Context: an optimization exercise on an open-source flow, tuned for small area. The choices shown serve that exercise and are no tape-out recipe.
Where RTL was checked, it was by simulation tests only, not by an equivalence proof against the original.
The RTL of runs 1 to 4 was laid out without a check of its function.
Power is estimated from default activity; no workload was simulated.

[flow/run.sh]
#!/bin/bash
# synth_recipe.tcl (not shown) runs the flow's synth.tcl, then flattens the netlist and writes it again
# the make line also repeats each setting of config.mk as NAME=value (left out here)
make -C /OpenROAD-flow-scripts/flow DESIGN_CONFIG=/design/flow/config.mk WORK_HOME=/design/flow/orfs CLKGATE_MAP_FILE= SYNTH_SCRIPT=/design/flow/synth_recipe.tcl finish
[flow/config.mk]
export PLATFORM = sky130hd
export DESIGN_NAME = exec_core
export DESIGN_NICKNAME = exec_core
export VERILOG_FILES = /design/flow/design.v
export SDC_FILE = /design/flow/constraint.sdc
export NUM_CORES = 4
export LEC_CHECK = 0
export CAP_MARGIN = 20
export CORE_MARGIN = 2
export CORE_UTILIZATION = 40
export PLACE_DENSITY = 0.6
export SLEW_MARGIN = 20
export SYNTH_HIERARCHICAL = 1
export SYNTH_MINIMUM_KEEP_SIZE = 0
[flow/constraint.sdc]
create_clock -name core_clock -period 7.0 [get_ports {clk}]
set_input_delay 1.4000 -clock core_clock [delete_from_list [all_inputs] [get_ports {clk}]]
set_output_delay 1.4000 -clock core_clock [all_outputs]
set_load 0.01 [all_outputs]
[flow/design.v]
`timescale 1ns/1ps
package alu_pkg;
    typedef enum logic [3:0] {
        ALU_ADD = 4'b0000,
        ALU_SUB = 4'b0001,
        ALU_AND = 4'b0010,  
        ALU_ORR = 4'b0011,  
        ALU_EOR = 4'b0100,  
        ALU_LSL = 4'b0101,  
        ALU_LSR = 4'b0110,  
        ALU_ASR = 4'b0111   
    } alu_op_t;
    typedef struct packed {
        logic n;   
        logic z;   
        logic c;   
        logic v;   
    } alu_flags_t;
endpackage
`timescale 1ns/1ps
module lf_muxi (input logic s, d0, d1, output logic y);
    assign y = ~(s ? d1 : d0);
endmodule
module alu_add32
(
    input  logic [31:0] a,
    input  logic [31:0] b,
    input  logic        cin,
    output logic [31:0] p,
    output logic [31:0] g,
    output logic [32:0] c
);
    assign p = a ^ b;
    assign g = a & b;
    logic [31:0] G [0:5];
    logic [31:0] P [0:5];
    logic [31:0] GG, PP;
    always_comb begin
        G[0] = g;
        P[0] = p;
        G[0][0] = g[0] | (p[0] & cin);
        for (int l = 1; l <= 5; l++) begin
            G[l] = G[l-1];
            P[l] = P[l-1];
            for (int i = 0; i < 32; i++) begin
                if (((i + 1) % (1 << l)) == 0) begin
                    G[l][i] = G[l-1][i] | (P[l-1][i] & G[l-1][i - (1 << (l-1))]);
                    P[l][i] = P[l-1][i] & P[l-1][i - (1 << (l-1))];
                end
            end
        end
        GG = G[5];
        PP = P[5];
        for (int l = 4; l >= 1; l--) begin
            for (int i = 0; i < 32; i++) begin
                if (((i + 1) % (1 << l)) == (1 << (l-1)) && i >= (1 << l)) begin
                    GG[i] = GG[i] | (PP[i] & GG[i - (1 << (l-1))]);
                    PP[i] = PP[i] & PP[i - (1 << (l-1))];
                end
            end
        end
        for (int i = 2; i < 32; i += 2) begin
            GG[i] = GG[i] | (PP[i] & GG[i-1]);
        end
    end
    assign c[0] = cin;
    assign c[32:1] = GG;
endmodule
module alu_rot32n
(
    input  logic [31:0] x,
    input  logic [4:0]  k,
    output logic [31:0] yn
);
    logic [31:0] s0, s1, s2, s3;    
    genvar i;
    generate
        for (i = 0; i < 32; i++) begin : g_rot
            lf_muxi m0 (.s(k[0]), .d0(x[i]),            .d1(x[(i + 1) % 32]),   .y(s0[i]));
            lf_muxi m1 (.s(k[1]), .d0(s0[i]),           .d1(s0[(i + 2) % 32]),  .y(s1[i]));
            lf_muxi m2 (.s(k[2]), .d0(s1[i]),           .d1(s1[(i + 4) % 32]),  .y(s2[i]));
            lf_muxi m3 (.s(k[3]), .d0(s2[i]),           .d1(s2[(i + 8) % 32]),  .y(s3[i]));
            lf_muxi m4 (.s(k[4]), .d0(s3[i]),           .d1(s3[(i + 16) % 32]), .y(yn[i]));
        end
    endgenerate
endmodule
module alu_res_bit
(
    input  logic p, g, c, rotn, keep_r, keep_l,
    input  logic arith, en_g, en_p, lsl, rsh, fill,
    output logic r
);
    logic sh_keep;
    assign sh_keep = (lsl & keep_l) | (rsh & keep_r);
    assign r = (arith & (p ^ c)) | (en_g & g) | (en_p & p)
             | (sh_keep & ~rotn) | (~keep_r & fill);
endmodule
module alu_zero32 (input logic [31:0] x, output logic z);
    assign z = (x == 32'h0);
endmodule
module Alu
(
    input  logic [3:0]          alu_opcode,
    input  logic [31:0]         data_in1,
    input  logic [31:0]         data_in2,
    output logic [31:0]         data_out,
    output alu_pkg::alu_flags_t flags_out
);
    logic op_sub, op_and, op_orr, op_eor, op_lsl, op_lsr, op_asr, arith, rsh, en_g, en_p;
    assign arith  = (alu_opcode[3:1] == 3'b000);
    assign op_sub = (alu_opcode == 4'd1);
    assign op_and = (alu_opcode == 4'd2);
    assign op_orr = (alu_opcode == 4'd3);
    assign op_eor = (alu_opcode == 4'd4);
    assign op_lsl = (alu_opcode == 4'd5);
    assign op_lsr = (alu_opcode == 4'd6);
    assign op_asr = (alu_opcode == 4'd7);
    assign rsh    = op_lsr | op_asr;
    assign en_g   = op_and | op_orr;
    assign en_p   = op_orr | op_eor;
    logic [31:0] bx, p, g;
    logic [32:0] c;
    assign bx = data_in2 ^ {32{op_sub}};
    alu_add32 u_add (.a(data_in1), .b(bx), .cin(op_sub), .p(p), .g(g), .c(c));
    logic [4:0]  sh, k;
    logic [31:0] rotn, keep_t;
    logic        fill;
    assign sh = data_in2[4:0];
    assign k  = op_lsl ? (5'd0 - sh) : sh;
    alu_rot32n u_rot (.x(data_in1), .k(k), .yn(rotn));
    genvar i;
    generate
        for (i = 0; i < 32; i++) begin : g_keep
            assign keep_t[i] = ({1'b0, sh} <= 6'(i));
        end
    endgenerate
    assign fill = op_asr & data_in1[31];
    generate
        for (i = 0; i < 32; i++) begin : g_res
            alu_res_bit u_rb (
                .p(p[i]), .g(g[i]), .c(c[i]), .rotn(rotn[i]),
                .keep_r(keep_t[31 - i]), .keep_l(keep_t[i]),
                .arith(arith), .en_g(en_g), .en_p(en_p), .lsl(op_lsl), .rsh(rsh), .fill(fill),
                .r(data_out[i]));
        end
    endgenerate
    logic z;
    alu_zero32 u_z (.x(data_out), .z(z));
    assign flags_out.n = data_out[31];
    assign flags_out.z = z;
    assign flags_out.c = (arith & c[32]) | ((op_lsl | rsh) & (sh != 5'd0) & ~(op_lsl ? rotn[0] : rotn[31]));
    assign flags_out.v = arith & (c[32] ^ c[31]);
endmodule
`timescale 1ns/1ps
module lf_ao22 (input logic a1, a2, b1, b2, output logic y);
    assign y = (a1 & a2) | (b1 & b2);
endmodule
module lf_aoi222 (input logic a1, a2, b1, b2, c1, c2, output logic y);
    assign y = ~((a1 & a2) | (b1 & b2) | (c1 & c2));
endmodule
module lf_aoi22 (input logic a1, a2, b1, b2, output logic y);
    assign y = ~((a1 & a2) | (b1 & b2));
endmodule
module lf_nand2 (input logic a, b, output logic y);
    assign y = ~(a & b);
endmodule
module lf_and3 (input logic a, b, c, output logic y);
    assign y = a & b & c;
endmodule
module lf_nand4 (input logic a, b, c, d, output logic y);
    assign y = ~(a & b & c & d);
endmodule
module rf_rd16
(
    input  logic [15:0] s,
    input  logic [15:0] d,
    output logic        y
);
    logic t0, t1, t2, t3, t4, t5, u;
    lf_aoi222 m0 (.a1(s[0]),  .a2(d[0]),  .b1(s[1]),  .b2(d[1]),  .c1(s[2]),  .c2(d[2]),  .y(t0));
    lf_aoi222 m1 (.a1(s[3]),  .a2(d[3]),  .b1(s[4]),  .b2(d[4]),  .c1(s[5]),  .c2(d[5]),  .y(t1));
    lf_aoi222 m2 (.a1(s[6]),  .a2(d[6]),  .b1(s[7]),  .b2(d[7]),  .c1(s[8]),  .c2(d[8]),  .y(t2));
    lf_aoi222 m3 (.a1(s[9]),  .a2(d[9]),  .b1(s[10]), .b2(d[10]), .c1(s[11]), .c2(d[11]), .y(t3));
    lf_aoi222 m4 (.a1(s[12]), .a2(d[12]), .b1(s[13]), .b2(d[13]), .c1(s[14]), .c2(d[14]), .y(t4));
    lf_nand2  m5 (.a(s[15]), .b(d[15]), .y(t5));
    lf_and3   m6 (.a(t0), .b(t1), .c(t2), .y(u));
    lf_nand4  m7 (.a(u), .b(t3), .c(t4), .d(t5), .y(y));
endmodule
module rf_rd17
(
    input  logic [15:0] s,
    input  logic [15:0] d,
    input  logic        si,
    input  logic        imm,
    output logic        y
);
    logic t0, t1, t2, t3, t4, t5, u;
    lf_aoi222 m0 (.a1(s[0]),  .a2(d[0]),  .b1(s[1]),  .b2(d[1]),  .c1(s[2]),  .c2(d[2]),  .y(t0));
    lf_aoi222 m1 (.a1(s[3]),  .a2(d[3]),  .b1(s[4]),  .b2(d[4]),  .c1(s[5]),  .c2(d[5]),  .y(t1));
    lf_aoi222 m2 (.a1(s[6]),  .a2(d[6]),  .b1(s[7]),  .b2(d[7]),  .c1(s[8]),  .c2(d[8]),  .y(t2));
    lf_aoi222 m3 (.a1(s[9]),  .a2(d[9]),  .b1(s[10]), .b2(d[10]), .c1(s[11]), .c2(d[11]), .y(t3));
    lf_aoi222 m4 (.a1(s[12]), .a2(d[12]), .b1(s[13]), .b2(d[13]), .c1(s[14]), .c2(d[14]), .y(t4));
    lf_aoi22  m5 (.a1(s[15]), .a2(d[15]), .b1(si), .b2(imm), .y(t5));
    lf_and3   m6 (.a(t0), .b(t1), .c(t2), .y(u));
    lf_nand4  m7 (.a(u), .b(t3), .c(t4), .d(t5), .y(y));
endmodule
`timescale 1ns/1ps
module xPSR
(
    input  logic [3:0]  nzcv,
    input  logic [1:0]  read_addr,
    output logic [31:0] read_data
);
    assign read_data = {nzcv & {4{read_addr == 2'd0}}, 28'b0};
endmodule
`timescale 1ns/1ps
module exec_core
(
    input  logic        clk,
    input  logic        rst_n,
    input  logic [3:0]  rs1,
    input  logic [3:0]  rs2,
    input  logic [3:0]  rd,
    input  logic [3:0]  alu_op,
    input  logic        use_imm,
    input  logic [31:0] imm,
    input  logic        reg_we,
    input  logic        flags_we,
    input  logic [1:0]  psr_addr,
    output logic [31:0] result,
    output logic [31:0] psr_rdata
);
    logic [15:0][31:0] regs;        
    logic [15:0][31:0] regs_d;
    logic [15:0]       sel1, sel2, we, keep;
    logic [31:0]       rdata1, op2, alu_out;
    logic [3:0]        apsr_nzcv, apsr_d;
    alu_pkg::alu_flags_t alu_flags;
    genvar i, j;
    generate
        for (i = 0; i < 16; i++) begin : g_dec
            assign sel1[i] = (rs1 == i);
            assign sel2[i] = !use_imm && (rs2 == i);
            assign we[i]   = reg_we && (rd == i);
            if (i < 12) begin : g_rst
                assign keep[i] = !we[i] && rst_n;
            end else begin : g_norst
                assign keep[i] = !we[i];
            end
        end
        for (i = 0; i < 16; i++) begin : g_wr
            for (j = 0; j < 32; j++) begin : g_bit
                lf_ao22 u_w (.a1(we[i]), .a2(alu_out[j]), .b1(keep[i]), .b2(regs[i][j]), .y(regs_d[i][j]));
            end
        end
        for (j = 0; j < 32; j++) begin : g_rd
            logic [15:0] col;
            for (i = 0; i < 16; i++) begin : g_col
                assign col[i] = regs[i][j];
            end
            rf_rd16 u_r1 (.s(sel1), .d(col), .y(rdata1[j]));
            rf_rd17 u_r2 (.s(sel2), .d(col), .si(use_imm), .imm(imm[j]), .y(op2[j]));
        end
        for (i = 0; i < 4; i++) begin : g_psr
            lf_ao22 u_f (.a1(flags_we), .a2(alu_flags[i]), .b1(!flags_we), .b2(apsr_nzcv[i]), .y(apsr_d[i]));
        end
    endgenerate
    always_ff @(posedge clk) begin : reg_write
        regs      <= regs_d;
        apsr_nzcv <= apsr_d;
    end
    Alu u_alu (
        .alu_opcode (alu_op),
        .data_in1   (rdata1),
        .data_in2   (op2),
        .data_out   (alu_out),
        .flags_out  (alu_flags)
    );
    xPSR u_psr (
        .nzcv      (apsr_nzcv),
        .read_addr (psr_addr),
        .read_data (psr_rdata)
    );
    always_ff @(posedge clk) begin : result_reg
        if (!rst_n) result <= 32'b0;
        else        result <= alu_out;
    end
endmodule
==> results of run 1 <==
final timing paths:
path	from	cells after the start	end
setup / recovery	rs2[0]	25	apsr_nzcv[2]$_DFF_P_
hold reg to reg	apsr_nzcv[1]$_DFF_P_	1	apsr_nzcv[1]$_DFF_P_
setup reg to reg	regs[104]$_DFF_P_	20	apsr_nzcv[2]$_DFF_P_
hold / removal	apsr_nzcv[1]$_DFF_P_	1	apsr_nzcv[1]$_DFF_P_
layout by cell type (no fill, tap or decap), types with 32 or more instances in the layout:
cell type,instances
a22oi_2,32
ha_1,37
and3_1,68
nand2_1,88
and2_1,35
o211ai_1,32
buf_4,241
xor2_1,45
a22oi_1,32
dfxtp_1,548
a222oi_1,352
mux2i_1,160
clkbuf_16,59
clkdlybuf4s50_1,88
a22o_1,516
inv_1,41
nand4_1,68
worst max-delay path, delay by kind of cell:
family / cells / cell delay, ns
simple gates: 10 / 1.92
fa+ha+maj: 1 / 0.32
compound gates: 9 / 2.21
xor+xnor: 2 / 0.41
buf+inv: 3 / 0.94
metrics by stage:
stage               cell area, sq um  instances  setup slack (ns)  utilization, %
global placement               30100       3523            -0.400            46.9
global route                   32200       3638             0.157            50.1
detailed placement             30200       3526            -0.382            46.9
CTS                            32100       3637             0.239            50.0
floorplan                      26300       2376             -1.53               -
finish                         32200       3639             0.340            50.1
metal layers:
layer  up-vias  GRT usage, %
li1      11000             -
met1     12900          45.7
met2      1922          49.7
met3       342          8.33
met4         4          13.1
met5         -             0
Yosys stat by module, one instance, submodules excluded, a selection:
module | times used | flops+latches
lf_ao22 | 516 | 0
alu_res_bit | 32 | 0
lf_muxi | 160 | 0
lf_nand4 | 64 | 0
lf_aoi222 | 320 | 0
lf_nand2 | 32 | 0
xPSR | 1 | 0
lf_aoi22 | 32 | 0
kinds of logic (layout without fill, tap and decap cells):
group                    Yosys count  count (layout)  share of synthesized area (%)
flip-flops                       548             548                           42.3
adder cells (fa/ha/maj)           37              37                           1.79
multiplexers                     160             160                           6.18
XOR/XNOR                          67              67                           2.73
other                              1              29                         0.0145
AO/OA/AOI/OAI                   1055            1055                           36.7
buffers and inverters             96             502                           2.10
AND/OR/NAND/NOR                  385             386                           8.16
report_power, final:
part | switching (W) | internal, W | leakage (nW)
sequential | 0.0000612 | 0.00320 | 4.42
combinational | 0.000511 | 0.000285 | 6.84
clock | 0.00138 | 0.00187 | 0.983
total | 0.00195 | 0.00535 | 12.2
cell type report:
type / count / area, sq um
Fill cell: 5849 / 32100
Timing Repair Buffer: 348 / 3040
Multi-Input combinational cell: 1733 / 14900
Sequential cell: 548 / 11000
Tap cell: 855 / 1070
Inverter: 43 / 161
Clock inverter: 29 / 350
Clock buffer: 82 / 1640
Antenna cell: 1 / 2.50
==> impl_metrics.env, run 1 <==
export IMPL_status="no timing/DRC/antenna violations"
export IMPL_antenna_found_initial=2
export IMPL_setup_violations=0
export IMPL_async_reset_ff_share_pct=0
export IMPL_peakVddDrop_mv=0.213
export IMPL_max_freq_ghz=0.150
export IMPL_crit_fanout=11
export IMPL_cts_setup_buffers=0
export IMPL_num_rows=93
export IMPL_grtUsageTotal_pct=33.2
export IMPL_io_buffers=90
export IMPL_wl_per_cell_um=32.0
export IMPL_grt_pass1_vias=25100
export IMPL_dp_hpwl_mm=77.3
export IMPL_postSynthCellCount=2349
export IMPL_synth_most_common_cell="dfxtp_1"
export IMPL_ios=119
export IMPL_worstSkewPairLatency_ns=0.65
export IMPL_power_density_nw_per_um2=227
export IMPL_hold_class="flop to flop"
export IMPL_max_cap_violations=0
export IMPL_synth_warnings=10
export IMPL_wl_mm=116
export IMPL_finalCritPeriodShare_pct=95.1
export IMPL_initial_core_util_pct=40.4
export IMPL_tightest_slew_ns=1.13
export IMPL_wl_met3_mm=14.1
export IMPL_die_w_um=259
export IMPL_crit_type="input port to flop"
export IMPL_layout_nets=2825
export IMPL_cp_end_kind="flop"
export IMPL_cts_htree_levels=2
export IMPL_hold_viol_final=0
export IMPL_synthDistinctLibCells=59
export IMPL_cts_max_path_buffers=3
export IMPL_worstPathRequired_ns=7.57
export IMPL_grt_pass1_wl_mm=169
export IMPL_dr_pass1_iters=11
export IMPL_die_area_sq_um=66900
export IMPL_finalSetupTns_ns=0
export IMPL_die_h_um=259
export IMPL_routed_via_density=7.21
export IMPL_grt_setup_unrepaired="false"
export IMPL_root_buffer="clkbuf_16"
export IMPL_synth_ff_latch_count=548
export IMPL_num_vias=26200
export IMPL_cpPeakStageDelay_ns=0.48
export IMPL_ys_seq_area_share_pct=42.3
export IMPL_yosysTopAreaCellShare_pct=42.3
export IMPL_numCtsBuffers=59
export IMPL_slew_violations=0
export IMPL_r2r_slack_ns=2.11
export IMPL_holdBufCountCts=0
export IMPL_drc_errors=0
export IMPL_grt_max_degree=45
export IMPL_crit_arrival_ns=7.23
export IMPL_power_total_w=0.00730
export IMPL_highest_layer="met5"
export IMPL_cp_slowest_cell="a222oi_1"
export IMPL_drt_met1_wl_mm=47.4
export IMPL_worst_setup_path_start_kind="input port"
export IMPL_clk_pin_slew_ns=0.06
export IMPL_ctsResizeCount=0
export IMPL_synth_top_area_cell="dfxtp_1"
export IMPL_cts_sinks=548
export IMPL_hold_ws_ns=0.473
export IMPL_cts_tree="done"
export IMPL_areaGrowthSynthToFinish_pct=24.0
export IMPL_dr_wl_met2_mm=50.1
export IMPL_design_core_area_sq_um=64200
export IMPL_synth_area_leaders="dfxtp_1 42%, a22o_1 17%, a222oi_1 14%"
export IMPL_p_leak_nw=12.2
export IMPL_syn_area_sq_um=25900
export IMPL_skew_ns=0.0320
export IMPL_drt_iter0_markers=5107
export IMPL_synth_edf_count=0
export IMPL_max_slew_margin_rel_pct=24.4
export IMPL_ant_nets=0
export IMPL_ys_flop_type="dfxtp_1"
export IMPL_fin_crit_ns=6.66
export IMPL_largest_reg_flops=512
export IMPL_overflow=0
export IMPL_drive_gt1_share_pct=17.0
export IMPL_synth_top_cells_by_count="548 x dfxtp_1, 516 x a22o_1, 352 x a222oi_1"
export IMPL_gp_congestion=0.968
export IMPL_synth_avg_cell_area_sq_um=11.0
==> run 2: changes to the inputs <==
--- a/flow/design.v
+++ b/flow/design.v
@@ -20,4 +20,13 @@
 `timescale 1ns/1ps
-module lf_muxi (input logic s, d0, d1, output logic y);
-    assign y = ~(s ? d1 : d0);
+module lf_xor2 (input logic a, b, output logic y);
+    assign y = a ^ b;
+endmodule
+module lf_ao21 (input logic a1, a2, b1, output logic y);
+    assign y = (a1 & a2) | b1;
+endmodule
+module lf_ao221 (input logic a1, a2, b1, b2, c1, output logic y);
+    assign y = (a1 & a2) | (b1 & b2) | c1;
+endmodule
+module lf_res (input logic p, c, en_t, rot, mk, lg, output logic y);
+    assign y = ((p ^ c) & en_t) | (rot & mk) | lg;
 endmodule
@@ -68,3 +77,3 @@
 endmodule
-module alu_rot32n
+module alu_rot32
 (
@@ -72,29 +81,19 @@
     input  logic [4:0]  k,
-    output logic [31:0] yn
+    input  logic [4:0]  kn,
+    output logic [31:0] y
 );
-    logic [31:0] s0, s1, s2, s3;    
-    genvar i;
+    logic [31:0] s [0:5];
+    assign s[0] = x;
+    genvar i, l;
     generate
-        for (i = 0; i < 32; i++) begin : g_rot
-            lf_muxi m0 (.s(k[0]), .d0(x[i]),            .d1(x[(i + 1) % 32]),   .y(s0[i]));
-            lf_muxi m1 (.s(k[1]), .d0(s0[i]),           .d1(s0[(i + 2) % 32]),  .y(s1[i]));
-            lf_muxi m2 (.s(k[2]), .d0(s1[i]),           .d1(s1[(i + 4) % 32]),  .y(s2[i]));
-            lf_muxi m3 (.s(k[3]), .d0(s2[i]),           .d1(s2[(i + 8) % 32]),  .y(s3[i]));
-            lf_muxi m4 (.s(k[4]), .d0(s3[i]),           .d1(s3[(i + 16) % 32]), .y(yn[i]));
+        for (l = 0; l < 5; l++) begin : g_stage
+            for (i = 0; i < 32; i++) begin : g_bit
+                lf_ao22 m (.a1(kn[l]), .a2(s[l][i]), .b1(k[l]), .b2(s[l][(i + (1 << l)) % 32]), .y(s[l+1][i]));
+            end
         end
     endgenerate
-endmodule
-module alu_res_bit
-(
-    input  logic p, g, c, rotn, keep_r, keep_l,
-    input  logic arith, en_g, en_p, lsl, rsh, fill,
-    output logic r
-);
-    logic sh_keep;
-    assign sh_keep = (lsl & keep_l) | (rsh & keep_r);
-    assign r = (arith & (p ^ c)) | (en_g & g) | (en_p & p)
-             | (sh_keep & ~rotn) | (~keep_r & fill);
+    assign y = s[5];
 endmodule
 module alu_zero32 (input logic [31:0] x, output logic z);
-    assign z = (x == 32'h0);
+    assign z = ~|x;
 endmodule
@@ -120,26 +119,51 @@
     assign en_p   = op_orr | op_eor;
+    genvar i;
     logic [31:0] bx, p, g;
     logic [32:0] c;
-    assign bx = data_in2 ^ {32{op_sub}};
+    generate
+        for (i = 0; i < 32; i++) begin : g_bx
+            lf_xor2 u_x (.a(data_in2[i]), .b(op_sub), .y(bx[i]));
+        end
+    endgenerate
     alu_add32 u_add (.a(data_in1), .b(bx), .cin(op_sub), .p(p), .g(g), .c(c));
     logic [4:0]  sh, k;
-    logic [31:0] rotn, keep_t;
-    logic        fill;
+    logic [31:0] rot;
     assign sh = data_in2[4:0];
     assign k  = op_lsl ? (5'd0 - sh) : sh;
-    alu_rot32n u_rot (.x(data_in1), .k(k), .yn(rotn));
-    genvar i;
+    alu_rot32 u_rot (.x(data_in1), .k(k), .kn(~k), .y(rot));
+    logic [1:0] qs;
+    logic [2:0] rs;
+    logic [3:0] lt, eq, gt, eq_l, eq_r, lt_c, gt_f, eq_f;
+    logic [7:0] le, gtr;
+    logic       fill;
+    assign qs   = sh[4:3];
+    assign rs   = sh[2:0];
+    assign fill = op_asr & data_in1[31];
     generate
-        for (i = 0; i < 32; i++) begin : g_keep
-            assign keep_t[i] = ({1'b0, sh} <= 6'(i));
+        for (i = 0; i < 4; i++) begin : g_q
+            assign lt[i]   = (qs < i);
+            assign eq[i]   = (qs == i);
+            assign gt[i]   = (qs > i);
+            assign eq_l[i] = op_lsl & eq[i];
+            assign eq_r[i] = rsh & eq[3 - i];
+            assign gt_f[i] = fill & gt[3 - i];
+            assign eq_f[i] = fill & eq[3 - i];
+        end
+        for (i = 0; i < 4; i++) begin : g_qc
+            assign lt_c[i] = (op_lsl & lt[i]) | (rsh & lt[3 - i]);
+        end
+        for (i = 0; i < 8; i++) begin : g_r
+            assign le[i]  = (rs <= i);
+            assign gtr[i] = (rs > (7 - i));
         end
     endgenerate
-    assign fill = op_asr & data_in1[31];
+    logic [31:0] mk, fk, lg;
     generate
         for (i = 0; i < 32; i++) begin : g_res
-            alu_res_bit u_rb (
-                .p(p[i]), .g(g[i]), .c(c[i]), .rotn(rotn[i]),
-                .keep_r(keep_t[31 - i]), .keep_l(keep_t[i]),
-                .arith(arith), .en_g(en_g), .en_p(en_p), .lsl(op_lsl), .rsh(rsh), .fill(fill),
-                .r(data_out[i]));
+            lf_ao221 u_mk (.a1(eq_l[i / 8]), .a2(le[i % 8]), .b1(eq_r[i / 8]), .b2(le[7 - (i % 8)]),
+                           .c1(lt_c[i / 8]), .y(mk[i]));
+            lf_ao21  u_fk (.a1(eq_f[i / 8]), .a2(gtr[i % 8]), .b1(gt_f[i / 8]), .y(fk[i]));
+            lf_ao221 u_lg (.a1(g[i]), .a2(en_g), .b1(p[i]), .b2(en_p), .c1(fk[i]), .y(lg[i]));
+            lf_res   u_r  (.p(p[i]), .c(c[i]), .en_t(arith), .rot(rot[i]), .mk(mk[i]), .lg(lg[i]),
+                           .y(data_out[i]));
         end
@@ -150,3 +174,3 @@
     assign flags_out.z = z;
-    assign flags_out.c = (arith & c[32]) | ((op_lsl | rsh) & (sh != 5'd0) & ~(op_lsl ? rotn[0] : rotn[31]));
+    assign flags_out.c = (arith & c[32]) | ((op_lsl | rsh) & (sh != 5'd0) & (op_lsl ? rot[0] : rot[31]));
     assign flags_out.v = arith & (c[32] ^ c[31]);
@@ -160,5 +184,2 @@
 endmodule
-module lf_aoi22 (input logic a1, a2, b1, b2, output logic y);
-    assign y = ~((a1 & a2) | (b1 & b2));
-endmodule
 module lf_nand2 (input logic a, b, output logic y);
@@ -172,2 +193,5 @@
 endmodule
+module lf_rd_tail (input logic a, b, c, d1, d2, e1, e2, output logic y);
+    assign y = ~(a & b & c & ~((d1 & d2) | (e1 & e2)));
+endmodule
 module rf_rd16
@@ -196,11 +220,10 @@
 );
-    logic t0, t1, t2, t3, t4, t5, u;
-    lf_aoi222 m0 (.a1(s[0]),  .a2(d[0]),  .b1(s[1]),  .b2(d[1]),  .c1(s[2]),  .c2(d[2]),  .y(t0));
-    lf_aoi222 m1 (.a1(s[3]),  .a2(d[3]),  .b1(s[4]),  .b2(d[4]),  .c1(s[5]),  .c2(d[5]),  .y(t1));
-    lf_aoi222 m2 (.a1(s[6]),  .a2(d[6]),  .b1(s[7]),  .b2(d[7]),  .c1(s[8]),  .c2(d[8]),  .y(t2));
-    lf_aoi222 m3 (.a1(s[9]),  .a2(d[9]),  .b1(s[10]), .b2(d[10]), .c1(s[11]), .c2(d[11]), .y(t3));
-    lf_aoi222 m4 (.a1(s[12]), .a2(d[12]), .b1(s[13]), .b2(d[13]), .c1(s[14]), .c2(d[14]), .y(t4));
-    lf_aoi22  m5 (.a1(s[15]), .a2(d[15]), .b1(si), .b2(imm), .y(t5));
-    lf_and3   m6 (.a(t0), .b(t1), .c(t2), .y(u));
-    lf_nand4  m7 (.a(u), .b(t3), .c(t4), .d(t5), .y(y));
+    logic t0, t1, t2, t3, t4, u;
+    lf_aoi222  m0 (.a1(s[0]),  .a2(d[0]),  .b1(s[1]),  .b2(d[1]),  .c1(s[2]),  .c2(d[2]),  .y(t0));
+    lf_aoi222  m1 (.a1(s[3]),  .a2(d[3]),  .b1(s[4]),  .b2(d[4]),  .c1(s[5]),  .c2(d[5]),  .y(t1));
+    lf_aoi222  m2 (.a1(s[6]),  .a2(d[6]),  .b1(s[7]),  .b2(d[7]),  .c1(s[8]),  .c2(d[8]),  .y(t2));
+    lf_aoi222  m3 (.a1(s[9]),  .a2(d[9]),  .b1(s[10]), .b2(d[10]), .c1(s[11]), .c2(d[11]), .y(t3));
+    lf_aoi222  m4 (.a1(s[12]), .a2(d[12]), .b1(s[13]), .b2(d[13]), .c1(s[14]), .c2(d[14]), .y(t4));
+    lf_and3    m6 (.a(t0), .b(t1), .c(t2), .y(u));
+    lf_rd_tail m7 (.a(u), .b(t3), .c(t4), .d1(s[15]), .d2(d[15]), .e1(si), .e2(imm), .y(y));
 endmodule
@@ -211,5 +234,5 @@
     input  logic [1:0]  read_addr,
-    output logic [31:0] read_data
+    output logic [3:0]  read_nzcv
 );
-    assign read_data = {nzcv & {4{read_addr == 2'd0}}, 28'b0};
+    assign read_nzcv = nzcv & {4{read_addr == 2'd0}};
 endmodule
@@ -281,4 +304,5 @@
         .read_addr (psr_addr),
-        .read_data (psr_rdata)
+        .read_nzcv (psr_rdata[31:28])
     );
+    assign psr_rdata[27:0] = 28'b0;
     always_ff @(posedge clk) begin : result_reg
==> impl_metrics.env, run 2 <==
export IMPL_cts_sinks=548
export IMPL_fill_cells=5744
export IMPL_max_cap_violations=0
export IMPL_max_freq_ghz=0.149
export IMPL_worstSkewPairLatency_ns=0.63
export IMPL_final_cell_mix="676 x a22o_1, 548 x dfxtp_1, 320 x a222oi_1"
export IMPL_die_h_um=257
export IMPL_largest_reg_flops=512
export IMPL_wl_per_cell_um=33.2
export IMPL_synthDistinctLibCells=53
export IMPL_synth_edf_count=0
export IMPL_synth_xor_area_share_pct=2.30
export IMPL_yosysTopAreaCellShare_pct=42.9
export IMPL_ys_flop_type="dfxtp_1"
export IMPL_worst_slack_ns=0.296
export IMPL_p_leak_nw=12.3
export IMPL_synth_top_area_cell="dfxtp_1"
export IMPL_finalCritPeriodShare_pct=95.8
export IMPL_hold_viol_final=0
export IMPL_crit_type="input port to flop"
export IMPL_dp_slack_ns=-0.182
export IMPL_grt_max_degree=45
export IMPL_wl_mm=118
export IMPL_synth_warnings=12
export IMPL_drive_gt1_share_pct=15.0
export IMPL_clk_pin_slew_ns=0.07
export IMPL_numCtsBuffers=58
export IMPL_synth_compound_area_share_pct=43.5
export IMPL_drc_errors=0
export IMPL_synth_ff_latch_count=548
export IMPL_root_buffer="clkbuf_16"
export IMPL_power_total_w=0.00760
export IMPL_synthAdderAreaFrac_pct=1.86
export IMPL_synth_top_cells_by_count="676 x a22o_1, 548 x dfxtp_1, 320 x a222oi_1"
export IMPL_max_slew_margin_rel_pct=39.1
export IMPL_worstPathRequired_ns=7.58
export IMPL_synthMuxAreaShare_pct=0
export IMPL_crit_arrival_ns=7.29
export IMPL_areaGrowthSynthToFinish_pct=23.3
export IMPL_tightest_slew_ns=0.909
export IMPL_gp_congestion=0.980
export IMPL_crit_fanout=39
export IMPL_ios=119
export IMPL_dp_hpwl_mm=76.4
export IMPL_setup_violations=0
export IMPL_cts_htree_levels=2
export IMPL_num_rows=92
export IMPL_cts_tree="done"
export IMPL_synth_top_family_by_area="compound AO/OA/AOI/OAI gates"
export IMPL_grt_setup_unrepaired="false"
export IMPL_worst_setup_path_start_kind="input port"
export IMPL_async_reset_ff_share_pct=0
export IMPL_drt_iter0_markers=5188
export IMPL_hold_class="flop to flop"
export IMPL_ant_nets=0
export IMPL_cts_max_path_buffers=3
export IMPL_overflow=0
export IMPL_stdcell_count=3547
export IMPL_status="no timing/DRC/antenna violations"
export IMPL_synth_area_leaders="dfxtp_1 43%, a22o_1 23%, a222oi_1 13%"
export IMPL_io_buffers=90
export IMPL_routed_via_density=7.48
export IMPL_crit_family="compound AO/OA/AOI/OAI gates"
export IMPL_synth_avg_cell_area_sq_um=11.0
export IMPL_ctsResizeCount=0
export IMPL_peakVddDrop_mv=0.177
export IMPL_grt_pass1_vias=25100
export IMPL_cpPeakStageDelay_ns=0.78
export IMPL_initial_core_util_pct=40.5
export IMPL_slew_violations=0
export IMPL_antenna_found_initial=6
export IMPL_layout_nets=2744
export IMPL_fin_crit_ns=6.70
export IMPL_die_area_sq_um=66000
export IMPL_cp_slowest_cell="nor4b_4"
export IMPL_critical_path_cell_chain="clkdlybuf4s50_1, nand2b_1, nor4b_4, a222oi_1, nand4_1, buf_4, clkinvlp_4, buf_4, a22o_1, a22o_1, a22o_1, a22o_1, a22o_1, a221o_2, nor4_1, buf_4, nand4_1, nor2_1, a22o_1"
export IMPL_power_density_nw_per_um2=241
export IMPL_design_core_area_sq_um=63100
export IMPL_grtUsageTotal_pct=33.9
export IMPL_die_w_um=257
export IMPL_hold_ws_ns=0.471
export IMPL_dp_cells=3436
export IMPL_synth_most_common_cell="a22o_1"
export IMPL_num_vias=26500
export IMPL_holdBufCountCts=0
export IMPL_path_buf_inv=5
export IMPL_cp_end_kind="flop"
export IMPL_crit_top_cell="a22o_1"
export IMPL_skew_ns=0.0346
export IMPL_cts_setup_buffers=0
export IMPL_grt_pass1_wl_mm=171
export IMPL_syn_area_sq_um=25600
export IMPL_ys_seq_area_share_pct=42.9
export IMPL_postSynthCellCount=2315
export IMPL_finalSetupTns_ns=0
export IMPL_final_common_cell="a22o_1"
export IMPL_synthSimpleGateAreaFrac_pct=7.87
export IMPL_dr_pass1_iters=15
## run 2: through the flow
| step | instance area [sq um] | utilization, % |
|---|---|---|
| final | 31500 | 50.0 |
| after global routing | 31500 | 50.0 |
| after CTS | 31500 | 49.9 |
| after detailed placement | 29400 | 46.6 |
| after global placement | 29400 | 46.6 |
| after floorplan | 26000 | - |
## run 2: final cells by class
| type | instances | area [sq um] | share of cell area (%) |
|---|---|---|---|
| Antenna cell | 3 | 7.51 | 0.0238 |
| Clock buffer | 80 | 1690 | 5.35 |
| Clock inverter | 27 | 358 | 1.14 |
| Inverter | 17 | 67.6 | 0.214 |
| Multi-Input combinational cell | 1733 | 14800 | 46.9 |
| Sequential cell | 548 | 11000 | 34.8 |
| Tap cell | 846 | 1060 | 3.36 |
| Timing Repair Buffer | 293 | 2570 | 8.16 |
## run 2: metal layers
metal | global-route usage, % | wire length (um) | vias to the layer above
met1 | 45.3 | 46600 | 13100
met2 | 51.9 | 51700 | 2022
li1 | - | - | 11100
met4 | 13.1 | 4610 | 10
met5 | 1.39 | 172 | -
met3 | 9.14 | 14800 | 340
## run 2: Yosys stat by module (local to each module, per instance), a selection
module,flip-flops and latches,copies in the design,area [sq um],cells inside
lf_xor2,0,32,8.76,1
lf_nand2,0,32,3.75,1
lf_res,0,32,18.8,2
lf_ao221,0,64,10.0,1
xPSR,0,1,30.0,4
lf_aoi222,0,320,10.0,1
lf_rd_tail,0,32,13.8,2
lf_and3,0,64,6.26,1
Alu,0,1,576,94
alu_zero32,0,1,72.6,11
## run 2: path summary, 6_finish.rpt
| path | start | to | slack [ns] | cells after the start |
|---|---|---|---|---|
| max | rs2[1] | apsr_nzcv[2]$_DFF_P_ | 0.30 | 19 |
| min | apsr_nzcv[0]$_DFF_P_ | apsr_nzcv[0]$_DFF_P_ | 0.47 | 1 |
| max reg2reg | regs[6]$_DFF_P_ | apsr_nzcv[2]$_DFF_P_ | 1.89 | 20 |
| min reg2reg | apsr_nzcv[0]$_DFF_P_ | apsr_nzcv[0]$_DFF_P_ | 0.47 | 1 |
## run 2: logic make-up after synthesis
logic type / Yosys count
AO/OA/AOI/OAI: 1236
flip-flops: 548
AND/OR/NAND/NOR: 356
buffers and inverters: 68
XOR/XNOR: 67
adder cells (fa/ha/maj): 38
other: 2
## run 2: worst reg2reg max path, cell delays in order, from the launching register on
cell and delay, ns:
dfxtp_1 0.33, a222oi_1 0.51, and3_1 0.41, nand4_1 0.17, xor2_1 0.17, ha_1 0.31
and4_1 0.19, and2_1 0.15, a211o_1 0.35, buf_4 0.19, a31oi_1 0.22, inv_1 0.11
a21o_1 0.19, a21o_1 0.20, a21o_1 0.18, xor2_1 0.17, a221o_2 0.38, nor4_1 0.40
nand4_1 0.17, nor2_1 0.15, a22o_1 0.14
## run 2: where the power goes
part / total (W) / internal [W] / switching, W
Sequential: 0.00334 / 0.00324 / 0.0000972
Combinational: 0.000963 / 0.000348 / 0.000615
Clock: 0.00330 / 0.00195 / 0.00135
Total: 0.00760 / 0.00553 / 0.00206
==> run 3: changes to the inputs <==
--- a/flow/config.mk
+++ b/flow/config.mk
@@ -7,7 +7,10 @@
 export LEC_CHECK = 0
-export CAP_MARGIN = 20
+export CAP_MARGIN = 0
 export CORE_MARGIN = 2
-export CORE_UTILIZATION = 40
-export PLACE_DENSITY = 0.6
-export SLEW_MARGIN = 20
+export CORE_UTILIZATION = 50
+export CTS_BUF_LIST = sky130_fd_sc_hd__clkbuf_16
+export CTS_CLUSTER_DIAMETER = 100
+export CTS_CLUSTER_SIZE = 24
+export PLACE_DENSITY = 0.75
+export SLEW_MARGIN = 0
 export SYNTH_HIERARCHICAL = 1
==> impl_metrics.env, run 3 <==
export IMPL_worstPathRequired_ns=7.57
export IMPL_antenna_found_initial=3
export IMPL_synth_top_cells_by_count="676 x a22o_1, 548 x dfxtp_1, 320 x a222oi_1"
export IMPL_die_w_um=230
export IMPL_drive_gt1_share_pct=13.7
export IMPL_numCtsBuffers=27
export IMPL_dp_slack_ns=-0.374
export IMPL_slew_violations=0
export IMPL_final_core_util_pct=59.8
export IMPL_path_buf_inv=4
export IMPL_synth_most_common_cell="a22o_1"
export IMPL_worst_setup_path_start_kind="input port"
export IMPL_final_cell_mix="676 x a22o_1, 548 x dfxtp_1, 320 x a222oi_1"
export IMPL_ant_nets=0
export IMPL_skew_ns=0.0200
export IMPL_p_leak_nw=11.8
export IMPL_dp_hpwl_mm=75.3
export IMPL_cpPeakStageDelay_ns=0.69
export IMPL_grt_setup_unrepaired="false"
export IMPL_grt_max_degree=41
export IMPL_grt_pass1_wl_mm=163
export IMPL_syn_area_sq_um=25600
export IMPL_cp_end_kind="flop"
export IMPL_drt_iter0_markers=5472
export IMPL_cts_max_path_buffers=3
export IMPL_num_rows=82
export IMPL_max_slew_margin_rel_pct=26.7
export IMPL_peakVddDrop_mv=0.239
export IMPL_die_h_um=230
export IMPL_min_from="apsr_nzcv[0]$_DFF_P_"
export IMPL_max_freq_ghz=0.146
export IMPL_crit_type="input port to flop"
export IMPL_clk_pin_slew_ns=0.10
export IMPL_synth_avg_cell_area_sq_um=11.0
export IMPL_crit_fanout=18
export IMPL_setup_violations=0
export IMPL_max_cap_violations=0
export IMPL_design_core_area_sq_um=50300
export IMPL_final_common_cell="a22o_1"
export IMPL_status="no timing/DRC/antenna violations"
export IMPL_wl_mm=111
export IMPL_critical_path_cell_chain="clkdlybuf4s50_1, nand2b_1, nor3_2, buf_4, a222oi_1, and3_1, nand4_1, ha_1, and2_1, a211o_1, buf_4, a31oi_1, inv_1, a21o_1, a21o_1, a21o_1, xor2_1, a221o_2, nor4_1, nand4_1, nor2_1, a22o_1"
export IMPL_finalCritPeriodShare_pct=97.7
export IMPL_r2r_start="regs[96]$_DFF_P_"
export IMPL_ys_flop_type="dfxtp_1"
export IMPL_routed_via_density=8.02
export IMPL_yosysTopAreaCellShare_pct=42.9
export IMPL_num_vias=26700
export IMPL_layout_nets=2741
export IMPL_crit_arrival_ns=7.41
export IMPL_worstSkewPairLatency_ns=0.64
export IMPL_drc_errors=0
export IMPL_holdBufCountCts=0
export IMPL_synth_edf_count=0
export IMPL_synth_area_leaders="dfxtp_1 43%, a22o_1 23%, a222oi_1 13%"
export IMPL_synth_top_area_cell="dfxtp_1"
export IMPL_io_buffers=90
export IMPL_grt_pass1_vias=25400
export IMPL_async_reset_ff_share_pct=0
export IMPL_cts_setup_buffers=0
export IMPL_crit_top_cell="a21o_1"
export IMPL_largest_reg_flops=512
export IMPL_ios=119
export IMPL_ys_seq_area_share_pct=42.9
export IMPL_grtUsageTotal_pct=39.9
export IMPL_synth_ff_latch_count=548
export IMPL_worst_slack_ns=0.160
export IMPL_crit_start="rs1[2]"
export IMPL_hold_class="flop to flop"
export IMPL_cts_tree="done"
export IMPL_die_area_sq_um=53000
export IMPL_synth_warnings=12
export IMPL_ctsResizeCount=0
export IMPL_cts_sinks=548
export IMPL_postSynthCellCount=2315
export IMPL_initial_core_util_pct=50.9
export IMPL_gp_congestion=1.01
export IMPL_cp_slowest_cell="nor3_2"
export IMPL_tightest_slew_ns=1.10
export IMPL_root_buffer="clkbuf_16"
export IMPL_dr_pass1_iters=13
export IMPL_overflow=0
export IMPL_areaGrowthSynthToFinish_pct=17.6
export IMPL_hold_viol_final=0
export IMPL_crit_family="simple AND/OR/NAND/NOR gates"
export IMPL_synthDistinctLibCells=53
export IMPL_cts_htree_levels=1
export IMPL_wl_per_cell_um=33.3
export IMPL_fin_crit_ns=6.84
export IMPL_power_density_nw_per_um2=201
-- run 3: cell counts after synthesis --
No cell type changed its count.
-- run 3: logic make-up (layout without fill, tap and decap cells) --
group	count (synthesis)	in the layout	share of synthesized area, %
adders and majority gates	38	38	1.86
AOI/OAI and AO/OA	1236	1236	43.5
and+or+nand+nor	356	356	7.87
xor gates and xnor gates	67	67	2.30
other	2	39	0.0294
buffers and inverters	68	369	1.57
DFF	548	548	42.9
-- run 3: layer usage --
layer	part of all wire (%)	track usage, %	routed length, um
met1	38	52.6	41600
met4	5.4	17.1	5980
met5	0	0	0
met2	42	60.1	46900
met3	15	12.6	16100
-- run 3: through the flow --
stage	TNS [ns]	hold slack [ns]	instance area, sq um	std cells	power [W]
floorplan	-13.89	0.431	26000	2349	0.00391
global placement	-0.180	0.447	29300	3287	0.00428
detailed placement	-2.55	0.451	29300	3287	0.00430
CTS	0	0.477	30000	3318	0.00601
global route	0	0.509	30100	3323	0.00619
finish	0	0.479	30100	3325	0.00604
-- run 3: Yosys stat by module, one instance, submodules excluded, excerpt --
module,area [sq um],flops+latches,times used
lf_res,18.8,0,32
lf_ao221,10.0,0,64
Alu,576,0,1
lf_nand2,3.75,0,32
lf_nand4,6.26,0,32
lf_and3,6.26,0,64
xPSR,30.0,0,1
lf_aoi222,10.0,0,320
lf_ao21,7.51,0,32
-- run 3: power by group --
part / internal (W) / switching (W)
clock network: 0.000707 / 0.00105
registers: 0.00324 / 0.0000968
logic: 0.000348 / 0.000599
-- run 3: cell type report --
type,instances,area (sq um)
tap,672,841
antenna,3,7.51
inverter,17,67.6
clock buffer,27,676
multi-input combinational,1733,14800
fill,4253,20200
sequential,548,11000
timing repair buffer,321,2670
clock inverter,4,53.8
-- run 3: final timing paths --
path | endpoint | slack, ns | cells after the start
setup / recovery | apsr_nzcv[2]$_DFF_P_ | 0.16 | 22
hold / removal | apsr_nzcv[0]$_DFF_P_ | 0.48 | 1
setup reg to reg | apsr_nzcv[2]$_DFF_P_ | 1.79 | 20
hold reg to reg | apsr_nzcv[0]$_DFF_P_ | 0.48 | 1
==> run 4: changes to the inputs <==
==> flow/flow/run.sh (new file) <==
#!/bin/bash
# Layout flow: the standard ORFS flow (standard.sh) with two changes:
#  - the input and output ports are buffered with sky130_fd_sc_hd__buf_1
#    instead of the default port buffer cell;
#  - after global routing, repair_timing -recover_power downsizes cells on
#    paths that have slack to spare.
# standard.sh's full output goes to standard.log in the work folder; ORFS's
# per-step logs stay under orfs/logs/.
set -euo pipefail
export BUFFER_PORTS_ARGS="-buffer_cell sky130_fd_sc_hd__buf_1"
export RECOVER_POWER=100
bash standard.sh > standard.log 2>&1
==> flow/standard.sh (new file) <==
#!/bin/bash
# synth_recipe.tcl (not shown) runs the flow's synth.tcl, then flattens the netlist and writes it again
# the make line also repeats each setting of config.mk as NAME=value (left out here)
make -C /OpenROAD-flow-scripts/flow DESIGN_CONFIG=/design/flow/config.mk WORK_HOME=/design/flow/orfs CLKGATE_MAP_FILE= SYNTH_SCRIPT=/design/flow/synth_recipe.tcl "${@:-finish}"
--- a/flow/config.mk
+++ b/flow/config.mk
@@ -9,3 +9,3 @@
 export CORE_MARGIN = 2
-export CORE_UTILIZATION = 50
+export CORE_UTILIZATION = 40
 export CTS_BUF_LIST = sky130_fd_sc_hd__clkbuf_16
@@ -13,3 +13,3 @@
 export CTS_CLUSTER_SIZE = 24
-export PLACE_DENSITY = 0.75
+export PLACE_DENSITY = 0.6
 export SLEW_MARGIN = 0
removed: flow/run.sh
==> impl_metrics.env, run 4 <==
export IMPL_status="no timing/DRC/antenna violations"
export IMPL_hold_viol_final=0
export IMPL_cts_max_path_buffers=3
export IMPL_num_rows=92
export IMPL_crit_arrival_ns=7.39
export IMPL_overflow=0
export IMPL_max_freq_ghz=0.147
export IMPL_dp_cells=3397
export IMPL_ys_seq_area_share_pct=42.9
export IMPL_worstPathRequired_ns=7.57
export IMPL_areaGrowthSynthToFinish_pct=14.4
export IMPL_tightest_slew_ns=1.28
export IMPL_synth_top_cells_by_count="676 x a22o_1, 548 x dfxtp_1, 320 x a222oi_1"
export IMPL_hold_class="flop to flop"
export IMPL_synth_most_common_cell="a22o_1"
export IMPL_skew_ns=0.0473
export IMPL_largest_reg_flops=512
export IMPL_ant_nets=0
export IMPL_drive_gt1_share_pct=11.4
export IMPL_synth_edf_count=0
export IMPL_diodes=0
export IMPL_synth_avg_cell_area_sq_um=11.0
export IMPL_async_reset_ff_share_pct=0
export IMPL_crit_top_cell="a21o_1"
export IMPL_final_cell_mix="676 x a22o_1, 548 x dfxtp_1, 320 x a222oi_1"
export IMPL_root_buffer="clkbuf_16"
export IMPL_io_buffers=90
export IMPL_grtUsageTotal_pct=33.5
export IMPL_final_core_util_pct=46.4
export IMPL_grt_max_degree=45
export IMPL_gp_congestion=0.975
export IMPL_max_cap_violations=0
export IMPL_design_core_area_sq_um=63100
export IMPL_cts_sinks=548
export IMPL_max_slew_margin_rel_pct=14.0
export IMPL_grt_pass1_vias=24500
export IMPL_worst_setup_path_start_kind="input port"
export IMPL_drc_errors=0
export IMPL_layout_nets=2677
export IMPL_cts_htree_levels=1
export IMPL_crit_type="input port to flop"
export IMPL_die_w_um=257
export IMPL_grt_setup_unrepaired="false"
export IMPL_dr_pass1_iters=11
export IMPL_syn_area_sq_um=25600
export IMPL_peakVddDrop_mv=0.186
export IMPL_cp_end_kind="flop"
export IMPL_wl_per_cell_um=34.0
export IMPL_holdBufCountCts=0
export IMPL_wl_mm=117
export IMPL_dp_hpwl_mm=77.7
export IMPL_synth_warnings=12
export IMPL_die_area_sq_um=66000
export IMPL_crit_fanout=17
export IMPL_finalCritPeriodShare_pct=97.4
export IMPL_die_h_um=257
export IMPL_worstSkewPairLatency_ns=0.64
export IMPL_synthDistinctLibCells=53
export IMPL_num_vias=26200
export IMPL_synth_top_area_cell="dfxtp_1"
export IMPL_stdcell_count=3434
export IMPL_slew_violations=0
export IMPL_ctsResizeCount=0
export IMPL_hold_ws_ns=0.474
export IMPL_finalSetupTns_ns=0
export IMPL_antenna_found_initial=1
export IMPL_routed_via_density=7.63
export IMPL_ios=119
export IMPL_setup_violations=0
export IMPL_postSynthCellCount=2315
export IMPL_initial_core_util_pct=40.5
export IMPL_cpPeakStageDelay_ns=1.08
export IMPL_fill_cells=5959
export IMPL_critical_path_cell_chain="clkbuf_2, buf_12, nor4_4, a222oi_1, and3_1, nand4_1, xor2_1, ha_1, a21o_1, a31o_1, a211o_1, clkbuf_1, a31oi_1, inv_1, a21o_1, a21o_1, a21o_1, xor2_1, a221o_2, nor4_1, nand4_1, nor2_1, a22o_1"
export IMPL_synth_ff_latch_count=548
export IMPL_p_leak_nw=11.2
export IMPL_drt_iter0_markers=5693
export IMPL_fin_crit_ns=6.82
export IMPL_ys_flop_type="dfxtp_1"
export IMPL_cts_setup_buffers=0
export IMPL_grt_pass1_wl_mm=168
export IMPL_power_density_nw_per_um2=208
export IMPL_cts_tree="done"
export IMPL_synth_area_leaders="dfxtp_1 43%, a22o_1 23%, a222oi_1 13%"
export IMPL_numCtsBuffers=28
export IMPL_yosysTopAreaCellShare_pct=42.9
export IMPL_final_common_cell="a22o_1"
export IMPL_clk_pin_slew_ns=0.10
export IMPL_cp_slowest_cell="nor4_4"
-- run 4: cell counts after synthesis --
Identical to the previous run, type by type.
-- run 4: metrics by stage --
| stage | worst slack [ns] | total power, W | area (sq um) |
|---|---|---|---|
| 3_5_place_dp | -0.268 | 0.00428 | 28500 |
| 2_1_floorplan | -0.463 | 0.00391 | 26000 |
| 3_3_place_gp | -0.117 | 0.00427 | 28500 |
| 4_1_cts | 0.345 | 0.00607 | 29300 |
| 5_1_grt | 0.0243 | 0.00624 | 29300 |
| 6_report | 0.182 | 0.00609 | 29300 |
-- run 4: per-layer routing --
metal	wire length (um)	up-vias	track usage [%]	part of all wire, %
li1	-	10900	-	-
met1	45400	13000	45.7	39
met2	51400	2003	52.1	44
met3	14400	314	6.36	12
met4	5690	2	13.0	4.9
met5	14	-	0	0.012
-- run 4: modules after synthesis (local to each module, per instance), excerpt --
| module | area [sq um] | cells inside | copies in the design |
|---|---|---|---|
| lf_ao221 | 10.0 | 1 | 64 |
| lf_aoi222 | 10.0 | 1 | 320 |
| lf_and3 | 6.26 | 1 | 64 |
| lf_nand2 | 3.75 | 1 | 32 |
| xPSR | 30.0 | 4 | 1 |
| lf_ao22 | 8.76 | 1 | 676 |
| lf_xor2 | 8.76 | 1 | 32 |
| lf_res | 18.8 | 2 | 32 |
| alu_zero32 | 72.6 | 11 | 1 |
| lf_nand4 | 6.26 | 1 | 32 |
| lf_rd_tail | 13.8 | 2 | 32 |
| exec_core | 11900 | 708 | 1 |
| alu_add32 | 926 | 118 | 1 |
| Alu | 576 | 94 | 1 |
| lf_ao21 | 7.51 | 1 | 32 |
-- run 4: cell families (layout without fill, tap and decap cells) --
family,count (synthesis),in the layout,share of synthesized area (%)
xor gates and xnor gates,67,67,2.30
buffers and inverters,68,306,1.57
DFF,548,548,42.9
other,2,36,0.0294
AOI/OAI and AO/OA,1236,1236,43.5
adders and majority gates,38,38,1.86
and+or+nand+nor,356,357,7.87
-- run 4: power breakdown --
group          leakage [nW]  switching [W]  internal [W]
Sequential             4.44      0.0000947       0.00324
Clock                 0.382        0.00109      0.000757
Combinational          6.41       0.000617      0.000297
-- run 4: worst max-delay path: cells and delay by family --
| family | cells | cell delay, ns |
|---|---|---|
| xor gates and xnor gates | 2 | 0.32 |
| adders and majority gates | 1 | 0.30 |
| buffers and inverters | 4 | 0.54 |
| and+or+nand+nor | 6 | 2.41 |
| AOI/OAI and AO/OA | 10 | 2.42 |
-- run 4: worst paths after layout --
path / endpoint / slack (ns) / cells after the start / from
worst min-delay path: apsr_nzcv[0]$_DFF_P_ / 0.47 / 1 / apsr_nzcv[0]$_DFF_P_
worst min register to register: apsr_nzcv[0]$_DFF_P_ / 0.47 / 1 / apsr_nzcv[0]$_DFF_P_
worst max register to register: apsr_nzcv[2]$_DFF_P_ / 1.81 / 20 / regs[4]$_DFF_P_
worst max-delay path: apsr_nzcv[2]$_DFF_P_ / 0.18 / 23 / use_imm
-- run 4: area by class of cell --
cell class	count	area (sq um)	share of cell area [%]
clock buffer	29	726	2.48
clock inverter	5	66.3	0.227
inverter	17	67.6	0.231
multi-input combinational	1734	14800	50.6
sequential	548	11000	37.5
tap	846	1060	3.62
timing repair buffer	255	1560	5.33
==> run 5: changes to the inputs <==
--- a/flow/design.v
+++ b/flow/design.v
@@ -23,10 +23,4 @@
 endmodule
-module lf_ao21 (input logic a1, a2, b1, output logic y);
-    assign y = (a1 & a2) | b1;
-endmodule
-module lf_ao221 (input logic a1, a2, b1, b2, c1, output logic y);
-    assign y = (a1 & a2) | (b1 & b2) | c1;
-endmodule
-module lf_res (input logic p, c, en_t, rot, mk, lg, output logic y);
-    assign y = ((p ^ c) & en_t) | (rot & mk) | lg;
+module lf_res (input logic t, en_t, g, en_g, p, en_p, sn, output logic y);
+    assign y = (t & en_t) | (g & en_g) | (p & en_p) | ~sn;
 endmodule
@@ -77,16 +71,51 @@
 endmodule
-module alu_rot32
+module lf_sh (input logic n, xn, r, xr, l, xl, output logic y);
+    assign y = ~((n & xn) | (r & xr) | (l & xl));
+endmodule
+module alu_shift
 (
     input  logic [31:0] x,
-    input  logic [4:0]  k,
-    input  logic [4:0]  kn,
-    output logic [31:0] y
+    input  logic        fill,
+    input  logic [4:0]  n,
+    input  logic [4:0]  r,
+    input  logic [4:0]  l_,
+    output logic [33:0] yn         
 );
-    logic [31:0] s [0:5];
-    assign s[0] = x;
-    genvar i, l;
+    logic [33:0] col [0:5];
+    assign col[0] = {1'b0, x, 1'b0};    
+    genvar i, s;
     generate
-        for (l = 0; l < 5; l++) begin : g_stage
-            for (i = 0; i < 32; i++) begin : g_bit
-                lf_ao22 m (.a1(kn[l]), .a2(s[l][i]), .b1(k[l]), .b2(s[l][(i + (1 << l)) % 32]), .y(s[l+1][i]));
+        for (s = 0; s < 5; s++) begin : g_st
+            localparam int D = 1 << s;
+            localparam bit INV = (s % 2) == 1;    
+            logic fs;
+            assign fs = INV ? ~fill : fill;
+            for (i = -1; i <= 32; i++) begin : g_col
+                if (s == 0 && i == -1) begin : g_m1
+                    lf_nand2 m (.a(r[0]), .b(x[0]), .y(col[1][0]));
+                end else if (s == 0 && i == 32) begin : g_p32
+                    lf_nand2 m (.a(l_[0]), .b(x[31]), .y(col[1][33]));
+                end else if (i == -1) begin : g_m1s
+                    lf_sh m (.n(n[s]), .xn(col[s][0]), .r(r[s]), .xr(col[s][D]),
+                             .l(l_[s]), .xl(n[s]), .y(col[s+1][0]));
+                end else if (i == 32) begin : g_p32s
+                    lf_sh m (.n(n[s]), .xn(col[s][33]), .r(l_[s]), .xr(col[s][33 - D]),
+                             .l(r[s]), .xl(l_[s]), .y(col[s+1][33]));
+                end else begin : g_mid
+                    logic xr_, xl_, ll;
+                    if (i + D <= 31) begin : g_r
+                        assign xr_ = col[s][i + D + 1];
+                    end else begin : g_rf
+                        assign xr_ = fs;
+                    end
+                    if (i - D >= 0) begin : g_l
+                        assign xl_ = col[s][i - D + 1];
+                    end else if (INV) begin : g_l1
+                        assign xl_ = l_[s];
+                    end else begin : g_l0
+                        assign xl_ = n[s];
+                    end
+                    lf_sh m (.n(n[s]), .xn(col[s][i + 1]), .r(r[s]), .xr(xr_),
+                             .l(l_[s]), .xl(xl_), .y(col[s+1][i + 1]));
+                end
             end
@@ -94,3 +123,3 @@
     endgenerate
-    assign y = s[5];
+    assign yn = col[5];
 endmodule
@@ -107,3 +136,3 @@
 );
-    logic op_sub, op_and, op_orr, op_eor, op_lsl, op_lsr, op_asr, arith, rsh, en_g, en_p;
+    logic op_sub, op_and, op_orr, op_eor, op_lsl, op_lsr, op_asr, arith, rsh, shift, en_g, en_p;
     assign arith  = (alu_opcode[3:1] == 3'b000);
@@ -117,2 +146,3 @@
     assign rsh    = op_lsr | op_asr;
+    assign shift  = op_lsl | rsh;
     assign en_g   = op_and | op_orr;
@@ -120,3 +150,3 @@
     genvar i;
-    logic [31:0] bx, p, g;
+    logic [31:0] bx, p, g, t;
     logic [32:0] c;
@@ -128,42 +158,14 @@
     alu_add32 u_add (.a(data_in1), .b(bx), .cin(op_sub), .p(p), .g(g), .c(c));
-    logic [4:0]  sh, k;
-    logic [31:0] rot;
-    assign sh = data_in2[4:0];
-    assign k  = op_lsl ? (5'd0 - sh) : sh;
-    alu_rot32 u_rot (.x(data_in1), .k(k), .kn(~k), .y(rot));
-    logic [1:0] qs;
-    logic [2:0] rs;
-    logic [3:0] lt, eq, gt, eq_l, eq_r, lt_c, gt_f, eq_f;
-    logic [7:0] le, gtr;
-    logic       fill;
-    assign qs   = sh[4:3];
-    assign rs   = sh[2:0];
-    assign fill = op_asr & data_in1[31];
-    generate
-        for (i = 0; i < 4; i++) begin : g_q
-            assign lt[i]   = (qs < i);
-            assign eq[i]   = (qs == i);
-            assign gt[i]   = (qs > i);
-            assign eq_l[i] = op_lsl & eq[i];
-            assign eq_r[i] = rsh & eq[3 - i];
-            assign gt_f[i] = fill & gt[3 - i];
-            assign eq_f[i] = fill & eq[3 - i];
-        end
-        for (i = 0; i < 4; i++) begin : g_qc
-            assign lt_c[i] = (op_lsl & lt[i]) | (rsh & lt[3 - i]);
-        end
-        for (i = 0; i < 8; i++) begin : g_r
-            assign le[i]  = (rs <= i);
-            assign gtr[i] = (rs > (7 - i));
-        end
-    endgenerate
-    logic [31:0] mk, fk, lg;
+    logic [4:0]  sh, sn_n, sn_r, sn_l;
+    logic [33:0] shn;
+    assign sh   = data_in2[4:0];
+    assign sn_r = {5{rsh}} & sh;
+    assign sn_l = {5{op_lsl}} & sh;
+    assign sn_n = {shift, 4'b1111} & ~sh;
+    alu_shift u_sh (.x(data_in1), .fill(op_asr & data_in1[31]), .n(sn_n), .r(sn_r), .l_(sn_l), .yn(shn));
     generate
         for (i = 0; i < 32; i++) begin : g_res
-            lf_ao221 u_mk (.a1(eq_l[i / 8]), .a2(le[i % 8]), .b1(eq_r[i / 8]), .b2(le[7 - (i % 8)]),
-                           .c1(lt_c[i / 8]), .y(mk[i]));
-            lf_ao21  u_fk (.a1(eq_f[i / 8]), .a2(gtr[i % 8]), .b1(gt_f[i / 8]), .y(fk[i]));
-            lf_ao221 u_lg (.a1(g[i]), .a2(en_g), .b1(p[i]), .b2(en_p), .c1(fk[i]), .y(lg[i]));
-            lf_res   u_r  (.p(p[i]), .c(c[i]), .en_t(arith), .rot(rot[i]), .mk(mk[i]), .lg(lg[i]),
-                           .y(data_out[i]));
+            lf_xor2 u_t (.a(p[i]), .b(c[i]), .y(t[i]));
+            lf_res  u_r (.t(t[i]), .en_t(arith), .g(g[i]), .en_g(en_g), .p(p[i]), .en_p(en_p),
+                         .sn(shn[i + 1]), .y(data_out[i]));
         end
@@ -174,3 +176,3 @@
     assign flags_out.z = z;
-    assign flags_out.c = (arith & c[32]) | ((op_lsl | rsh) & (sh != 5'd0) & (op_lsl ? rot[0] : rot[31]));
+    assign flags_out.c = (arith & c[32]) | (shift & (sh != 5'd0) & ~(op_lsl ? shn[33] : shn[0]));
     assign flags_out.v = arith & (c[32] ^ c[31]);
==> flow/run.sh (new file) <==
#!/bin/bash
# synth_recipe.tcl (not shown) runs the flow's synth.tcl, then flattens the netlist and writes it again
# the make line also repeats each setting of config.mk as NAME=value (left out here)
make -C /OpenROAD-flow-scripts/flow DESIGN_CONFIG=/design/flow/config.mk WORK_HOME=/design/flow/orfs CLKGATE_MAP_FILE= SYNTH_SCRIPT=/design/flow/synth_recipe.tcl finish
--- a/flow/config.mk
+++ b/flow/config.mk
@@ -12,3 +12,3 @@
 export CTS_CLUSTER_DIAMETER = 100
-export CTS_CLUSTER_SIZE = 24
+export CTS_CLUSTER_SIZE = 30
 export PLACE_DENSITY = 0.6
removed: flow/flow/run.sh
removed: flow/standard.sh
==> impl_metrics.env, run 5 <==
export IMPL_status="no timing/DRC/antenna violations"
export IMPL_worstPathRequired_ns=7.54
export IMPL_synth_area_leaders="dfxtp_1 44%, a222oi_1 20%, a22o_1 18%"
export IMPL_routed_via_density=7.61
export IMPL_power_density_nw_per_um2=196
export IMPL_grt_setup_unrepaired="false"
export IMPL_endpoint="apsr_nzcv[2]$_DFF_P_"
export IMPL_crit_fanout=10
export IMPL_final_area_sq_um=30500
export IMPL_reg2reg_depth=18
export IMPL_max_cap_violations=0
export IMPL_design_core_area_sq_um=61500
export IMPL_cts_htree_levels=1
export IMPL_crit_type="input port to flop"
export IMPL_layout_nets=2766
export IMPL_crit_arrival_ns=7.29
export IMPL_final_common_cell="dfxtp_1"
export IMPL_die_h_um=253
export IMPL_synthAdderAreaFrac_pct=1.61
export IMPL_syn_area_sq_um=24800
export IMPL_hold_class="flop to flop"
export IMPL_postSynthCellCount=2236
export IMPL_p_leak_nw=11.5
export IMPL_seqPwrFrac_pct=56.0
export IMPL_die_w_um=253
export IMPL_grt_pass1_vias=24700
export IMPL_crit_start="rs1[2]"
export IMPL_wl_per_cell_um=31.9
export IMPL_synthMuxAreaShare_pct=0
export IMPL_num_rows=91
export IMPL_initial_core_util_pct=40.4
export IMPL_drive_gt1_share_pct=16.2
export IMPL_ios=119
export IMPL_final_cell_mix="548 x dfxtp_1, 516 x a22o_1, 488 x a222oi_1"
export IMPL_tightest_slew_ns=1.16
export IMPL_hold_viol_final=0
export IMPL_synth_warnings=13
export IMPL_synth_ff_latch_count=548
export IMPL_setup_violations=0
export IMPL_clk_pin_slew_ns=0.10
export IMPL_synth_xor_area_share_pct=2.29
export IMPL_hold_ws_ns=0.481
export IMPL_synth_top_cells_by_count="548 x dfxtp_1, 516 x a22o_1, 488 x a222oi_1"
export IMPL_finalSetupTns_ns=0
export IMPL_worst_setup_path_start_kind="input port"
export IMPL_num_vias=26500
export IMPL_overflow=0
export IMPL_fin_crit_ns=6.75
export IMPL_dp_hpwl_mm=74.6
export IMPL_largest_reg_flops=512
export IMPL_switching_share_pct=28.9
export IMPL_skew_ns=0.0218
export IMPL_peakVddDrop_mv=0.194
export IMPL_slew_violations=0
export IMPL_reg2reg_to="apsr_nzcv[2]$_DFF_P_"
export IMPL_ctsResizeCount=0
export IMPL_async_reset_ff_share_pct=0
export IMPL_dpl_cell_area_sq_um=29800
export IMPL_antenna_found_initial=8
export IMPL_gp_congestion=1.02
export IMPL_p_sw_w=0.00173
export IMPL_numCtsBuffers=23
export IMPL_holdBufCountCts=0
export IMPL_io_buffers=90
export IMPL_cts_setup_buffers=0
export IMPL_synth_avg_cell_area_sq_um=11.1
export IMPL_synth_top_family_by_area="compound AO/OA/AOI/OAI gates"
export IMPL_worstSkewPairLatency_ns=0.61
export IMPL_max_freq_ghz=0.148
export IMPL_cts_tree="done"
export IMPL_r2r_start="regs[288]$_DFF_P_"
==> run 5: cell count changes in the layout (fill, tap and decap cells not counted), moves of 65 or more <==
cell | before | now
a222oi_1 | 320 | 488
buf_4 | 123 | 318
a221o_1 | 65 | 0
buf_1 | 88 | 0
clkdlybuf4s50_1 | 0 | 88
a22o_1 | 676 | 516
==> run 5: kinds of logic (layout without fill, tap and decap cells) <==
family | after synthesis | count (layout)
AOI/OAI and AO/OA | 1135 | 1135
xor gates and xnor gates | 65 | 65
adders and majority gates | 32 | 32
buffers and inverters | 54 | 476
DFF | 548 | 548
other | 1 | 30
and+or+nand+nor | 401 | 401
==> run 5: critical path: stages <==
cell and delay, ns:
clkdlybuf4s50_1 0.48, buf_4 0.19, nand2b_1 0.20, nor3_4 0.12
buf_4 0.16, buf_4 0.12, a222oi_1 0.31, and3_1 0.39
nand4_1 0.37, a222oi_1 0.43, buf_4 0.17, buf_4 0.10
a222oi_1 0.10, a222oi_1 0.54, a222oi_1 0.23, a222oi_1 0.63
buf_4 0.22, nand3_1 0.12, nor4_1 0.31, buf_4 0.16
nand4_1 0.18, nor2_1 0.19, a22o_1 0.16
==> run 5: Yosys stat by module, one instance, submodules excluded, excerpt <==
module	times used	area, sq um	flip-flops and latches	cells
alu_shift	1	3.75	0	1
xPSR	1	30.0	0	4
lf_res	32	16.3	0	3
lf_and3	64	6.26	0	1
lf_sh	168	10.0	0	1
lf_aoi222	320	10.0	0	1
lf_ao22	516	8.76	0	1
lf_nand4	32	6.26	0	1
Alu	1	226	0	36
exec_core	1	11900	548	708
lf_nand2	34	3.75	0	1
lf_rd_tail	32	13.8	0	2
==> run 5: how the worst min path moves through the flow <==
stage                                     from                   end  slack (ns)  cells past startpoint
after floorplan           apsr_nzcv[0]$_DFF_P_  apsr_nzcv[0]$_DFF_P_        0.43                      1
after global placement    apsr_nzcv[0]$_DFF_P_  apsr_nzcv[0]$_DFF_P_        0.46                      1
after detailed placement  apsr_nzcv[3]$_DFF_P_  apsr_nzcv[3]$_DFF_P_        0.46                      1
after CTS                 apsr_nzcv[3]$_DFF_P_  apsr_nzcv[3]$_DFF_P_        0.49                      1
after global routing      apsr_nzcv[3]$_DFF_P_  apsr_nzcv[3]$_DFF_P_        0.51                      1
final                     apsr_nzcv[3]$_DFF_P_  apsr_nzcv[3]$_DFF_P_        0.48                      1
==> run 5: metal layers <==
metal | up-vias | routed length [um] | global-route usage [%] | part of all wire, %
met5 | - | 58 | 0 | 0.052
met3 | 268 | 15800 | 10.0 | 14
met1 | 13000 | 44200 | 45.4 | 40
li1 | 11100 | - | - | -
met2 | 2040 | 46600 | 48.7 | 42
met4 | 10 | 4070 | 12.1 | 3.7
==> run 5: power groups by stage <==
stage	clock network, W	registers, W	logic, W
after floorplan	0	0.00339	0.000498
after global placement	0	0.00341	0.000937
after detailed placement	0	0.00341	0.000945
after CTS	0.00167	0.00334	0.000949
after global routing	0.00177	0.00336	0.00102
final	0.00166	0.00335	0.000976
==> run 5: layout make-up <==
cell class / instances / area [sq um]
fill: 5579 / 31000
multi-input combinational: 1661 / 14000
sequential: 548 / 11000
timing repair buffer: 435 / 3820
tap: 790 / 988
clock buffer: 23 / 576
clock inverter: 8 / 71.3
inverter: 10 / 37.5
antenna: 2 / 5.00
==> run 5: metrics by stage <==
step | utilization (%) | total power [W] | instances
detailed placement | 48.4 | 0.00436 | 3439
global route | 49.5 | 0.00616 | 3475
floorplan | - | 0.00389 | 2263
finish | 49.6 | 0.00598 | 3477
CTS | 49.5 | 0.00596 | 3470
global placement | 48.4 | 0.00435 | 3439

Setup slack of run 5, layout unchanged: 0.254 ns with ideal ports, 0.298 ns with driving cells assumed (clock clkbuf_16, inputs buf_2), -0.367 ns with port delays also shifted by the 0.665 ns mid clock arrival.
